Source: an optimization exercise on an open RTL-to-GDS flow (aim: small area, a short achievable clock period and few clock cycles). Production flows keep margins and buffers that such runs may drop. Function was checked by simulation only, so behaviour that the tests miss may differ from the original.

==> 09-18: inputs <==
==> flow/design.v (excerpt) <==
module axis_cpu (
    input wire clk,
    input wire rst,
    input wire [31:0] din_TDATA,
    input wire din_TVALID,
    output wire din_TREADY,
    input wire din_TLAST,
    output wire [31:0] dout_TDATA,
    output wire dout_TVALID,
    input wire dout_TREADY,
    output wire dout_TLAST,
    input wire [31:0] cmd_in_TDATA,
    input wire cmd_in_TVALID,
    output wire [31:0] cmd_out_TDATA,
    output wire cmd_out_TVALID
);
    assign cmd_out_TDATA = cmd_in_TDATA;
    assign cmd_out_TVALID = cmd_in_TVALID;
    reg [1:0] cmd_state;  
    reg [3:0] cmd_reg;
    always @(posedge clk) begin
        if (rst) begin
            cmd_state <= 2'd0;
        end else if (cmd_in_TVALID) begin
            if (cmd_state == 2'd0) begin
                cmd_state <= (cmd_in_TDATA[15:4] == 12'd0) ? 2'd1 : 2'd2;
                cmd_reg <= cmd_in_TDATA[3:0];
            end else begin
                cmd_state <= 2'd0;
            end
        end
    end
    wire strb = cmd_in_TVALID && (cmd_state == 2'd1);
    reg programming;
    reg [6:0] ip;
    reg [3:0] jp;
    reg [3:0] mp;
    wire prog_wr = strb && (cmd_reg == 4'd0);
    wire inst_wr = strb && programming && (cmd_reg == 4'd1);
    wire jmp_wr = strb && programming && (cmd_reg == 4'd2);
    wire imm_wr = strb && programming && (cmd_reg == 4'd3);
    always @(posedge clk) begin
        if (rst) programming <= 1'b0;
        else if (prog_wr) programming <= cmd_in_TDATA[0];
        if (prog_wr) begin
            ip <= 7'd0;
            jp <= 4'd0;
            mp <= 4'd0;
        end else begin
            if (inst_wr) ip <= ip + 7'd1;
            if (jmp_wr) jp <= jp + 4'd1;
            if (imm_wr) mp <= mp + 4'd1;
        end
    end
    reg [7:0] imem_e [0:63];
    reg [7:0] imem_o [0:63];
    reg [6:0] jtab [0:15];
    reg [31:0] itab [0:15];
    reg w_inst;
    reg w_jmp;
    reg w_imm;
    reg [6:0] w_addr;
    reg [31:0] w_data;
    always @(posedge clk) begin
        w_inst <= inst_wr;
        w_jmp <= jmp_wr;
        w_imm <= imm_wr;
        w_addr <= inst_wr ? ip : jmp_wr ? {3'd0, jp} : {3'd0, mp};
        w_data <= cmd_in_TDATA;
    end
    always @(posedge clk) begin
  ...
clock: 9.0 ns
lec_check: 0
abc_clock_period_in_ps: 3500
cap_margin: 20
core_margin: 2
core_utilization: 40
place_density: 0.6
setup_slack_margin: 5
slew_margin: 20
run.sh (not shown) runs the stock make flow with config.mk's settings and CLKGATE_MAP_FILE= SYNTH_SCRIPT=/design/flow/synth_recipe.tcl, a recipe that flattens the netlist after the stock synthesis.
==> 02-14: changes against 09-18 <==
--- a/flow/design.v
+++ b/flow/design.v
@@ -196,11 +196,11 @@
     reg e_first;        
     reg [31:0] Bx;      
     reg o_valid;        
     reg i_ready;        
     reg o_last;
-    reg [31:0] o_data;  
+    reg o_sel;          
     reg [31:0] A;
     reg [31:0] X;
     reg last_f;
     reg [31:0] R [0:15];
     reg [15:0] rvalid;
@@ -235,13 +235,13 @@
                 end
             pfx_add = {g[31], p0 ^ {g[30:0], cin}};
         end
     endfunction
     wire [32:0] addsub = pfx_add(A, Bx, e_sub);
-    wire ge = (A >= B);
+    wire ge = addsub[32];
     wire eq = (A == B);
-    wire gt = (A > B);
+    wire gt = ge && !eq;
     wire set = |(A & B);
     wire [31:0] shl = B[5] ? 32'd0 : (A << B[4:0]);
     wire [31:0] shr = B[5] ? 32'd0 : (A >> B[4:0]);
     reg [31:0] alu1;
     always @(*) begin
@@ -335,27 +335,21 @@
         end
     endfunction
     reg [1:0] dst;  
     wire dbusy = dst[1];
     reg [4:0] dsh_r;
-    reg [3:0] dcnt;
-    reg [33:0] D3;
+    reg [4:0] dcnt;
     wire dquick = az || bz || !ge;
     wire [4:0] cla = clz32(A);
     wire [4:0] clb = clz32(B);
-    wire [4:0] dsh0 = (clb > cla) ? (clb - cla) : 5'd0;
-    wire [4:0] dsh = {dsh0[4:1], 1'b0};
+    wire [4:0] dsh = (clb > cla) ? (clb - cla) : 5'd0;
     wire d_step = e_v && is_dm && dbusy;
     wire ge1 = addsub[32];
-    wire [33:0] t2 = {2'b00, A} - {1'b0, B, 1'b0};
-    wire [34:0] t3 = {3'b000, A} - {1'b0, D3};
-    wire ge2 = !t2[33];
-    wire ge3 = !t3[34];
-    wire [31:0] r1 = ge3 ? t3[31:0] : ge2 ? t2[31:0] : ge1 ? addsub[31:0] : A;
-    wire [31:0] q1 = {ms[29:0], ge3 || ge2, ge3 || (!ge2 && ge1)};
+    wire [31:0] r1 = ge1 ? addsub[31:0] : A;
+    wire [31:0] q1 = {ms[30:0], ge1};
     wire [31:0] dnorm = B << dsh_r;
-    wire div_done = dbusy ? (dcnt == 4'd0) : (dst == 2'd0) && dquick;
+    wire div_done = dbusy ? (dcnt == 5'd0) : (dst == 2'd0) && dquick;
     wire [31:0] div_res = dbusy ? (dm_div ? q1 : r1)
                                 : (dm_div ? {32{bz}} : A);
     wire e_busy = (i_ready && !din_TVALID) || (o_valid && !dout_TREADY) ||
                   (is_mul && !mul_done) || (is_dm && !div_done);
     wire fire = e_v && !e_busy;
@@ -435,11 +429,11 @@
         end else if (m_step) begin
             B <= {8'd0, B[31:8]};
         end else if (e_v && is_dm && (dst == 2'd1)) begin
             B <= dnorm;
         end else if (d_step) begin
-            B <= {2'b00, B[31:2]};
+            B <= {1'b0, B[31:1]};
         end
         if (e_adv) begin
             ej <= f_j;
             enext <= d_next;
             enext1 <= d_next1;
@@ -450,15 +444,15 @@
             e_stn <= d_stn;
             Bx <= b_n ^ {32{d_sub}};
         end else if (e_v && is_dm && (dst == 2'd1)) begin
             Bx <= ~dnorm;
         end else if (d_step) begin
-            Bx <= {2'b11, Bx[31:2]};
+            Bx <= {1'b1, Bx[31:1]};
         end
         if (e_adv) begin
             o_last <= d_mi[0] && d_out;
-            o_data <= d_mi[5] ? x_n : a_n;
+            o_sel <= d_mi[5] && d_out;
         end
         e_first <= e_adv;
         if (halt || sq_e) begin
             o_valid <= 1'b0;
             i_ready <= 1'b0;
@@ -520,11 +514,11 @@
     end
     always @(posedge clk) begin
         if (m_step) begin
             ms <= s8;
             mcy <= c8;
-        end else if (d_step && (dcnt != 4'd0)) begin
+        end else if (d_step && (dcnt != 5'd0)) begin
             ms <= q1;
             mcy <= 32'd0;
         end else begin
             ms <= 32'd0;
             mcy <= 32'd0;
@@ -535,27 +529,21 @@
             dst <= 2'd0;
         end else if (e_v && is_dm) begin
             case (dst)
                 2'd0: if (!dquick) dst <= 2'd1;
                 2'd1: dst <= 2'd2;
-                default: if (dcnt == 4'd0) dst <= 2'd0;
+                default: if (dcnt == 5'd0) dst <= 2'd0;
             endcase
         end
     end
     always @(posedge clk) begin
         case (dst)
             2'd0: dsh_r <= dsh;
-            2'd1: begin
-                dcnt <= dsh_r[4:1];
-                D3 <= {2'b00, dnorm} + {1'b0, dnorm, 1'b0};
-            end
-            default: begin
-                dcnt <= dcnt - 4'd1;
-                D3 <= {2'b00, D3[33:2]};
-            end
+            2'd1: dcnt <= dsh_r;
+            default: dcnt <= dcnt - 5'd1;
         endcase
     end
     assign din_TREADY = i_ready && !halt;
     assign dout_TVALID = o_valid && !halt;
-    assign dout_TDATA = o_data;
+    assign dout_TDATA = o_sel ? X : A;
     assign dout_TLAST = o_last;
 endmodule
CAP_MARGIN = 30   (was 20)
CORE_UTILIZATION = 45   (was 40)
PLACE_DENSITY = 0.62   (was 0.6)
SLEW_MARGIN = 30   (was 20)
==> results_dict.tcl <==
set metrics [dict create \
    taps 4557 \
    synth_compound_area_share_pct 10.1 \
    switching_share_pct 44.9 \
    switching_power_mw 31.5 \
    clkbuf_count 402 \
    use_met2_pct 45.5 \
    p_total_mw 70.1 \
    wl_met3_um 64000 \
    grt_pass1_vias 96920 \
    hold_end "bu_i[3]" \
    fillers 28998 \
    final_cells 15704 \
    status "timing/DRC/antenna clean" \
    multi_input_area_mm2 0.0564 \
    synth_xor_area_share_pct 1.52 \
]
[end of results for 09-18]
==> results_dict.tcl <==
set metrics [dict create \
    status "timing/DRC/antenna clean" \
    fillers 23354 \
    final_cells 13519 \
    grt_pass1_vias 84882 \
    multi_input_area_mm2 0.0468 \
    switching_share_pct 39.5 \
    use_met2_pct 47.2 \
    synth_compound_area_share_pct 8.73 \
    grt_max_degree 101 \
    taps 3781 \
    p_total_mw 51.9 \
    synth_xor_area_share_pct 0.990 \
    clkbuf_count 393 \
    buf_share_pct 5.74 \
    hold_end "e_st" \
]
[end of results for 02-14]
Testbench counts of 09-18, summed over its fixed seeds: cycles 25,495.
Testbench counts of 02-14, summed over its fixed seeds: cycles 26,635.

re-timing with driven ports:
No port has a modelled driver above. Below, the same layouts with a new extraction and two added sets of constraints. Step 1 assumes that a clkbuf_16 drives the clock port and a buf_2 every other input. Step 2 times the ports against the registers' clock, not the clock port: input delays grow and output delays shrink by t, the midpoint of the rising clock arrivals with the driver on. a / b / c = ideal ports / drivers / drivers and shift; a / b = the first two.
run | shift t [ns] | slack for setup (ns) | worst hold slack (ns) | slew at the worst register clock pin (ns)
09-18 | 1.036 | 4.250 / 4.250 / 3.648 | 0.454 / 0.454 / 0.454 | 0.07 / 0.07
02-14 | 0.992 | 4.775 / 4.769 / 4.044 | 0.418 / 0.418 / 0.418 | 0.07 / 0.07
After both steps every run listed still meets setup and hold. For 02-14, which loses most, drivers alone change the setup slack by -0.006 ns; drivers and shift together by -0.731 ns.
